What follows belongs to an exercise in optimizing a design on an open flow for small area, a short achievable clock period and few clock cycles; a production flow would make more cautious choices.
RTL that was checked went through simulation tests only; none was proved equivalent to the original.

==> flow/design.v (excerpt) <==
module maze(clk, reset, start_i, row_i, action_o, coord_o);
Settings: LEC_CHECK=0, ABC_AREA=1, CAP_MARGIN=20, CORE_MARGIN=2, CORE_UTILIZATION=55, CTS_BUF_LIST=sky130_fd_sc_hd__clkbuf_4 sky130_fd_sc_hd__clkbuf_8, CTS_CLUSTER_DIAMETER=80, CTS_CLUSTER_SIZE=30, PLACE_DENSITY=0.75, SETUP_SLACK_MARGIN=1.4, SLEW_MARGIN=20; clock period 3.7 ns.
run.sh (not shown) runs the stock make flow with config.mk's settings and CLKGATE_MAP_FILE= SYNTH_SCRIPT=/design/flow/synth_recipe.tcl, a recipe that flattens the netlist after the stock synthesis.
Change:
--- a/flow/config.mk
+++ b/flow/config.mk
@@ -15,3 +15,3 @@
 export PLACE_DENSITY = 0.75
-export SETUP_SLACK_MARGIN = 1.4
+export SETUP_SLACK_MARGIN = 1.2
 export SLEW_MARGIN = 20
Effect:
- worst hold slack gets better by 0.0033 ns
- critical path depth stays the same
- final area came out lower by 5.2%
- utilization came out lower by 3.4 points
- synthesized area does not change
Change:
--- a/flow/config.mk
+++ b/flow/config.mk
@@ -10,3 +10,3 @@
 export CORE_MARGIN = 2
-export CORE_UTILIZATION = 55
+export CORE_UTILIZATION = 40
 export CTS_BUF_LIST = sky130_fd_sc_hd__clkbuf_4 sky130_fd_sc_hd__clkbuf_8
@@ -14,4 +14,3 @@
 export CTS_CLUSTER_SIZE = 30
-export PLACE_DENSITY = 0.75
-export SETUP_SLACK_MARGIN = 1.2
+export SETUP_SLACK_MARGIN = 1.3
 export SLEW_MARGIN = 20
What happened: First-iteration DRC count fell by 22%. Area after synthesis is unchanged. Utilization fell by 16 points.
Change:
--- a/flow/config.mk
+++ b/flow/config.mk
@@ -10,3 +10,3 @@
 export CORE_MARGIN = 2
-export CORE_UTILIZATION = 40
+export CORE_UTILIZATION = 50
 export CTS_BUF_LIST = sky130_fd_sc_hd__clkbuf_4 sky130_fd_sc_hd__clkbuf_8
@@ -14,2 +14,3 @@
 export CTS_CLUSTER_SIZE = 30
+export PLACE_DENSITY = 0.7
 export SETUP_SLACK_MARGIN = 1.3
Wire length drops by about 0.4%.
Die area drops by about 20%.
Global-route usage climbs by 8.6 points.
Count of clock-buffer cells in the layout climbs by 2.
Worst setup slack is better by 0.015 ns.
Fmax climbs by 0.62%.
Utilization climbs by 11 points.
No run of this note included a check of the RTL's function; only the layout flow was run.

* * *

== P ==
Starting RTL as in the previous note.
Settings: LEC_CHECK=0, ABC_AREA=1, CAP_MARGIN=20, CORE_MARGIN=2, CORE_UTILIZATION=55, CTS_BUF_LIST=sky130_fd_sc_hd__clkbuf_4 sky130_fd_sc_hd__clkbuf_8, CTS_CLUSTER_DIAMETER=80, CTS_CLUSTER_SIZE=30, PLACE_DENSITY=0.75, SETUP_SLACK_MARGIN=1.35, SLEW_MARGIN=20; clock period 3.7 ns.
The following lists how Q was set up differently from P:
diff --git a/flow/config.mk b/flow/config.mk
--- a/flow/config.mk
+++ b/flow/config.mk
@@ -9,9 +9,8 @@
 export CAP_MARGIN = 20
 export CORE_MARGIN = 2
-export CORE_UTILIZATION = 55
+export CORE_UTILIZATION = 40
 export CTS_BUF_LIST = sky130_fd_sc_hd__clkbuf_4 sky130_fd_sc_hd__clkbuf_8
 export CTS_CLUSTER_DIAMETER = 80
 export CTS_CLUSTER_SIZE = 30
-export PLACE_DENSITY = 0.75
-export SETUP_SLACK_MARGIN = 1.35
+export SETUP_SLACK_MARGIN = 1.4
 export SLEW_MARGIN = 20
### Flow results
Die span in y: Q vs P up 17%
Q vs P — final clock period utilization by the worst path dropped 2.1 points.
The final reports for Q and P show fraction of area in clock buffers and inverters lower in the former.
The cell area in Q sits about 5% above the value recorded for P.
In the reports for P and Q, the larger critical path depth belongs to P.
The inputs of R differ from those of Q as listed below.
diff --git a/flow/config.mk b/flow/config.mk
--- a/flow/config.mk
+++ b/flow/config.mk
@@ -9,8 +9,9 @@
 export CAP_MARGIN = 20
 export CORE_MARGIN = 2
-export CORE_UTILIZATION = 40
+export CORE_UTILIZATION = 55
 export CTS_BUF_LIST = sky130_fd_sc_hd__clkbuf_4 sky130_fd_sc_hd__clkbuf_8
 export CTS_CLUSTER_DIAMETER = 80
 export CTS_CLUSTER_SIZE = 30
-export SETUP_SLACK_MARGIN = 1.4
+export PLACE_DENSITY = 0.75
+export SETUP_SLACK_MARGIN = 1.3
 export SLEW_MARGIN = 20
### Flow results
Note that the sum of net half-perimeters after detailed placement recorded for R amounts to 0.934 times the value seen in Q. The total wire length number comes out higher for Q vs R. Summary of R over Q: met1 demand-to-capacity share in global routing now sits higher; cell area after placement now sits lower; tightest slew margin relative to the limit now sits lower; worst setup slack now sits lower; sequential portion of the cell area now sits higher. Higher transition time of the tightest slew-check pin goes to R over Q.
What S does differently from R at the input level:
diff --git a/flow/config.mk b/flow/config.mk
--- a/flow/config.mk
+++ b/flow/config.mk
@@ -13,4 +13,5 @@
 export CTS_CLUSTER_DIAMETER = 80
 export CTS_CLUSTER_SIZE = 30
+export GPL_ROUTABILITY_DRIVEN = 0
 export PLACE_DENSITY = 0.75
 export SETUP_SLACK_MARGIN = 1.3
[summary]
S went all the way through the flow, and no timing, DRC or antenna check failed.
| count of non-filler cells in the finished layout | R vs S | ≈ equal |
On number of synthesized flops with an enable pin, S tracks R almost exactly.
Changes observed in S relative to R: design area barely changed, total via count in the routed design climbed 91.
No run of this note included a check of the RTL's function; only the layout flow was run.

* * *

Another version of the RTL of maze (not shown whole).
Size in the first run: about 160 flip-flops, roughly 27 I/O pins, roughly 9500 sq um of cells after synthesis.
make LEC_CHECK=0 ABC_AREA=1 CAP_MARGIN=20 CORE_MARGIN=2 CORE_UTILIZATION=40 CTS_BUF_LIST='sky130_fd_sc_hd__clkbuf_4 sky130_fd_sc_hd__clkbuf_8' CTS_CLUSTER_DIAMETER=80 CTS_CLUSTER_SIZE=30 SETUP_SLACK_MARGIN=1.4 SLEW_MARGIN=20 finish   # period 3.7 ns
The starting point completed with no timing, DRC or antenna violations.
Testbench counts at the start, summed over its fixed seeds: cycles 39,396.
Change:
- CORE_UTILIZATION: 40 -> 65
- PLACE_DENSITY: unset -> 0.85
Result: The changed run produced a clean layout; final cell count falls by 8.1%; worst setup slack gets worse by 19 ps; die area came out lower by 38%; worst hold slack gets better by 22 ps; non-clock buffer count shrinks by 17; utilization went up by 27 points; cell area came out lower by 3.4%; via count is higher by 3.0%.
Change:
- CORE_UTILIZATION: 65 -> 40
- PLACE_DENSITY: 0.85 -> unset
- SETUP_SLACK_MARGIN: 1.4 -> 1.3
Worst hold slack got worse by 23 ps.
Global-route usage shrinks by 15 points.
Wire length rose by 5.8%.
Non-clock buffer count went up by 7.
Synthesized cell count is unchanged.
Utilization shrinks by 28 points.
Fmax drops by 2.9%.
Cell count rises by 8.2%.
Sequential share of layout area drops by 0.31 points.
Change:
- CORE_UTILIZATION: 40 -> 55
- PLACE_DENSITY: unset -> 0.75
- SETUP_SLACK_MARGIN: 1.3 -> 1.45
Routed wire length fell by a few percent.
Via count rose by a few percent.
Core utilization rose by 17 points.

* * *

maze, a different RTL version from the one above (not shown whole).
Size in the first run: ~27 I/O pins.
==> flow/config.mk <==
export PLATFORM = sky130hd
export DESIGN_NAME = maze
export DESIGN_NICKNAME = maze
export VERILOG_FILES = /design/flow/design.v
export SDC_FILE = /design/flow/constraint.sdc
export NUM_CORES = 4
export LEC_CHECK = 0
export ABC_AREA = 1
export CAP_MARGIN = 20
export CORE_MARGIN = 2
export CORE_UTILIZATION = 40
export CTS_BUF_LIST = sky130_fd_sc_hd__clkbuf_4 sky130_fd_sc_hd__clkbuf_8
export CTS_CLUSTER_DIAMETER = 80
export CTS_CLUSTER_SIZE = 30
export SETUP_SLACK_MARGIN = 1.4
export SLEW_MARGIN = 20
==> flow/constraint.sdc <==
create_clock -name core_clock -period 3.7 [get_ports {clk}]
set_input_delay 0.7400 -clock core_clock [delete_from_list [all_inputs] [get_ports {clk}]]
set_output_delay 0.7400 -clock core_clock [all_outputs]
set_load 0.01 [all_outputs]
The baseline finished with timing, DRC and antenna clean.
Edit:
--- a/flow/config.mk
+++ b/flow/config.mk
@@ -10,3 +10,3 @@
 export CORE_MARGIN = 2
-export CORE_UTILIZATION = 40
+export CORE_UTILIZATION = 55
 export CTS_BUF_LIST = sky130_fd_sc_hd__clkbuf_4 sky130_fd_sc_hd__clkbuf_8
@@ -14,3 +14,4 @@
 export CTS_CLUSTER_SIZE = 30
-export SETUP_SLACK_MARGIN = 1.4
+export PLACE_DENSITY = 0.75
+export SETUP_SLACK_MARGIN = 1.3
 export SLEW_MARGIN = 20
Sequential cell count is unchanged.
Utilization rose by 15 points.
Clock skew fell by 4.6 ps.
Synthesized cell count stays the same.
Maximum frequency went down slightly.
Setup slack is worse by 34 ps.
Worst hold slack is about the same.
Edit:
--- a/flow/config.mk
+++ b/flow/config.mk
@@ -15,3 +15,3 @@
 export PLACE_DENSITY = 0.75
-export SETUP_SLACK_MARGIN = 1.3
+export SETUP_SLACK_MARGIN = 1.4
 export SLEW_MARGIN = 20
Result:
- via count goes up by 0.69%
- routed wire length goes up by 1.9%
- synthesized area stays the same
- global-route usage goes up by 0.11 points
Function was not checked in any run of this note: the RTL went through the layout flow alone.

* * *

Another version of the RTL of maze (not shown whole).
Size in the first run: ~1200 cells after synthesis, ~150 flip-flops, roughly 27 I/O pins, about 8800 sq um of cells after synthesis.
Settings: LEC_CHECK=0, CAP_MARGIN=20, CORE_MARGIN=2, CORE_UTILIZATION=40, SETUP_SLACK_MARGIN=1.5, SLEW_MARGIN=20; clock period 3.7 ns.
Next try:
SETUP_SLACK_MARGIN = default   (was 1.5)
=>
- The new run completed without violations
- core utilization went down by 5.6 points
- critical path depth went down by 4
- cell area went down by 11%
- global-route usage went down by 0.81 points
- register-to-register slack degrades by 0.36 ns
- worst setup slack degrades by 0.36 ns
- maximum frequency went down by 10%
No run of this note included a check of the RTL's function; only the layout flow was run.

* * *

maze, a different RTL version from the one above (not shown whole).
For scale: roughly 1400 cells after synthesis.
Settings: LEC_CHECK=0, CAP_MARGIN=20, CORE_MARGIN=2, CORE_UTILIZATION=40, SETUP_SLACK_MARGIN=1.3, SLEW_MARGIN=20; clock period 3.7 ns.
The first run produced a clean layout.
Next try:
Settings changed: SETUP_SLACK_MARGIN 1.3 to 1.0.
Worst setup slack degrades by 0.080 ns.
First-iteration DRC count rises by a little under a tenth.
Design area falls by a few percent.
Sequential share of layout area rises by 1.7 points.
Via count falls by a few percent.
Synthesized cell count is unchanged.
Wire length falls by a few percent.
Maximum frequency falls by a few percent.
No functional check of the RTL was part of any run of this note.

* * *

RTL: one of the versions met above, not the one the previous note started from.
Size: roughly 1500 cells after synthesis.
Design maze, start of the top module:
module maze(clk, reset, start_i, row_i, action_o, coord_o);
Settings: LEC_CHECK=0, ABC_AREA=1, CAP_MARGIN=20, CORE_MARGIN=2, CORE_UTILIZATION=40, CTS_BUF_LIST=sky130_fd_sc_hd__clkbuf_4 sky130_fd_sc_hd__clkbuf_8, CTS_CLUSTER_DIAMETER=80, CTS_CLUSTER_SIZE=30, GPL_ROUTABILITY_DRIVEN=0, SETUP_SLACK_MARGIN=1.3, SLEW_MARGIN=20; clock period 3.7 ns.
Testbench counts at the start, summed over its fixed seeds: cycles 39,396.
Edit:
Settings changed: CTS_BUF_LIST sky130_fd_sc_hd__clkbuf_4 sky130_fd_sc_hd__clkbuf_8 to unset, CTS_CLUSTER_DIAMETER 80 to unset, CTS_CLUSTER_SIZE 30 to unset, GPL_ROUTABILITY_DRIVEN 0 to unset, SETUP_SLACK_MARGIN 1.3 to 1.5.
Outcome:
- worst hold slack gets better by 48 ps
- setup slack gets better by 25 ps
- cell count came out higher slightly
- synthesized cell count stays the same
- via count came out higher by a few percent
- first-iteration DRC count came out higher by a quarter to a third
- sequential share of layout area came out lower by 1.9 points
Edit:
Settings changed: CORE_UTILIZATION 40 to 55, CTS_BUF_LIST set to sky130_fd_sc_hd__clkbuf_4 sky130_fd_sc_hd__clkbuf_8, CTS_CLUSTER_DIAMETER set to 80, CTS_CLUSTER_SIZE set to 30, PLACE_DENSITY set to 0.75, SETUP_SLACK_MARGIN 1.5 to 1.4.
Result: Hold slack gets worse by 54 ps. Non-clock buffer count goes down by 27. Via count goes down by about 0.6%. Utilization goes up by 14 points. Die area goes down by about 27%. Global-route usage goes up by 8.6 points. Register-to-register slack gets better by 60 ps. Maximum frequency goes up by 2.5%.
Edit:
Settings changed: CORE_UTILIZATION 55 to 40, CTS_BUF_LIST sky130_fd_sc_hd__clkbuf_4 sky130_fd_sc_hd__clkbuf_8 to unset, CTS_CLUSTER_DIAMETER 80 to unset, CTS_CLUSTER_SIZE 30 to unset, PLACE_DENSITY 0.75 to unset, SETUP_SLACK_MARGIN 1.4 to 1.3.
=> The changed run finished with timing, DRC and antenna clean; non-clock buffer count goes up by 9; cell area goes up by 1.8%; die area goes up by 36%; setup slack degrades by 130 ps; final cell count goes up by 5.8%; first-iteration DRC count goes down by 1.8%; count of clock-buffer cells in the layout goes up by 5; maximum frequency goes down by 5.4%.

* * *

Another version of the RTL of maze (not shown whole).
For scale: roughly 1200 cells after synthesis, about 170 flip-flops, about 0.0094 mm² of cells after synthesis.
==> flow/config.mk <==
export PLATFORM = sky130hd
export DESIGN_NAME = maze
export DESIGN_NICKNAME = maze
export VERILOG_FILES = /design/flow/design.v
export SDC_FILE = /design/flow/constraint.sdc
export NUM_CORES = 4
export LEC_CHECK = 0
export CAP_MARGIN = 20
export CORE_MARGIN = 2
export CORE_UTILIZATION = 40
export SETUP_SLACK_MARGIN = 2.0
export SLEW_MARGIN = 20
==> flow/constraint.sdc <==
create_clock -name core_clock -period 3.7 [get_ports {clk}]
set_input_delay 0.7400 -clock core_clock [delete_from_list [all_inputs] [get_ports {clk}]]
set_output_delay 0.7400 -clock core_clock [all_outputs]
set_load 0.01 [all_outputs]
The starting point passed the timing, DRC and antenna checks.
Change:
SETUP_SLACK_MARGIN = not set   (was 2.0)
What happened: The changed run went through all stages and came out clean; setup slack got worse by 0.15 ns; final area went down by about a fifth; fmax went down by a few percent; sequential share of layout area grows by 6.1 points; hold slack loses 0.015 ns; non-clock buffer count went down by 71; routed wire length is lower by about a fifth.
Function was not checked in any run of this note: the RTL went through the layout flow alone.

* * *

the previous run:
maze, a different RTL version from the one above (not shown whole).
Size: ~1500 cells after synthesis, roughly 9400 sq um of cells after synthesis.
Settings: LEC_CHECK=0, ABC_AREA=1, CAP_MARGIN=20, CORE_MARGIN=2, CORE_UTILIZATION=40, CTS_BUF_LIST=sky130_fd_sc_hd__clkbuf_4 sky130_fd_sc_hd__clkbuf_8, CTS_CLUSTER_DIAMETER=80, CTS_CLUSTER_SIZE=30, SETUP_SLACK_MARGIN=1.4, SLEW_MARGIN=20; clock period 3.7 ns.
Relative to the previous run, the following input files were edited for the current run:
Settings: setting PLACE_DENSITY to 0.75 for the first time; changing CORE_UTILIZATION from 40 to 55.
### Flow results
The current run gives less die outline area than the previous run did.
Changes observed in the current run relative to the previous run: transition time of the tightest slew-check pin up 170 ps; count of buffering cells on the critical path with inverters included shows a reduction of 1.
There was hardly any difference in insertion delay of the later-clocked pin in the worst-skew pair between the previous run and the current run.
No functional check of the RTL was part of any run of this note.

* * *

maze, a different RTL version from the one above (not shown whole).
For scale: ~1600 cells after synthesis, ~160 flip-flops, ~27 I/O pins.
Settings: LEC_CHECK=0, ABC_AREA=1, CAP_MARGIN=20, CORE_MARGIN=2, CORE_UTILIZATION=40, CTS_BUF_LIST=sky130_fd_sc_hd__clkbuf_4 sky130_fd_sc_hd__clkbuf_8, CTS_CLUSTER_DIAMETER=80, CTS_CLUSTER_SIZE=30, SETUP_SLACK_MARGIN=1.4, SLEW_MARGIN=20; clock period 3.7 ns.
The baseline ran to the end with no violations.
Rerun with:
- CORE_UTILIZATION: 40 -> 55
- PLACE_DENSITY: not set -> 0.75
The changed run passed the timing, DRC and antenna checks.
Cell area falls by 2.9%.
Utilization rises by 16 points.
Final cell count falls by 5.3%.
Clock skew rises by 0.0061 ns.
Function was not checked in any run of this note: the RTL went through the layout flow alone.

-- separate check: timing with driven ports --
Ports are ideal in the flow. The routed layouts listed here were re-timed in OpenROAD.
Step 1, drivers: a clkbuf_16 drives clk and a buf_2 each remaining input, both assumed.
Step 2 also shifts input and output timing later by t, the mid clock arrival at the registers, as if the neighbouring blocks saw the same clock.
Slacks: ideal / step 1 / step 2; pairs: ideal / step 1.
| run | t, ns | slack for setup (ns) | worst register clock-pin slew, ns |
|---|---|---|---|
| the first run of note 1 | 0.533 | 1.376 / 1.365 / 0.908 | 0.10 / 0.10 |
| the second run of note 1 | 0.526 | 1.220 / 1.220 / 0.781 | 0.10 / 0.10 |
| the third run of note 1 | 0.534 | 1.313 / 1.265 / 0.891 | 0.11 / 0.11 |
| the fourth run of note 1 | 0.524 | 1.328 / 1.282 / 0.838 | 0.10 / 0.10 |
| P | 0.531 | 1.285 / 1.285 / 0.914 | 0.10 / 0.10 |
| Q | 0.542 | 1.364 / 1.315 / 0.989 | 0.11 / 0.11 |
| R | 0.529 | 1.317 / 1.317 / 0.875 | 0.10 / 0.10 |
| S | 0.516 | 1.250 / 1.250 / 0.779 | 0.11 / 0.11 |
| the first run of note 3 | 0.522 | 1.404 / 1.364 / 1.009 | 0.10 / 0.10 |
| the second run of note 3 | 0.518 | 1.385 / 1.385 / 1.016 | 0.10 / 0.10 |
| the third run of note 3 | 0.524 | 1.317 / 1.276 / 0.894 | 0.10 / 0.10 |
| the fourth run of note 3 | 0.518 | 1.468 / 1.452 / 0.966 | 0.10 / 0.10 |
| the first run of note 4 | 0.512 | 1.352 / 1.365 / 0.857 | 0.10 / 0.10 |
| the second run of note 4 | 0.514 | 1.317 / 1.294 / 0.910 | 0.10 / 0.10 |
| the third run of note 4 | 0.514 | 1.377 / 1.353 / 0.876 | 0.10 / 0.10 |
| the first run of note 5 | 0.484 | 0.597 / 0.597 / 0.597 | 0.07 / 0.07 |
| the second run of note 5 | 0.480 | 0.238 / 0.238 / 0.238 | 0.07 / 0.07 |
| the first run of note 6 | 0.487 | 1.054 / 1.054 / 0.694 | 0.08 / 0.08 |
| the second run of note 6 | 0.491 | 0.974 / 0.974 / 0.670 | 0.08 / 0.08 |
| the first run of note 7 | 0.518 | 1.374 / 1.333 / 1.004 | 0.10 / 0.10 |
| the second run of note 7 | 0.484 | 1.400 / 1.351 / 1.060 | 0.07 / 0.07 |
| the third run of note 7 | 0.522 | 1.455 / 1.410 / 0.981 | 0.10 / 0.10 |
| the fourth run of note 7 | 0.487 | 1.326 / 1.274 / 1.009 | 0.07 / 0.07 |
| the first run of note 8 | 0.483 | 0.404 / 0.404 / 0.404 | 0.07 / 0.07 |
| the second run of note 8 | 0.481 | 0.249 / 0.249 / 0.249 | 0.07 / 0.07 |
| the previous run | 0.518 | 1.410 / 1.378 / 1.042 | 0.10 / 0.10 |
| the current run | 0.530 | 1.435 / 1.408 / 1.014 | 0.10 / 0.10 |
| the first run of note 10 | 0.506 | 1.438 / 1.398 / 1.056 | 0.10 / 0.10 |
| the second run of note 10 | 0.518 | 1.395 / 1.376 / 1.028 | 0.10 / 0.10 |
After both steps setup and hold are still met in every run listed. The setup slack of the fourth run of note 3, which loses most, moves by -0.016 ns with the drivers and by -0.502 ns with both steps.
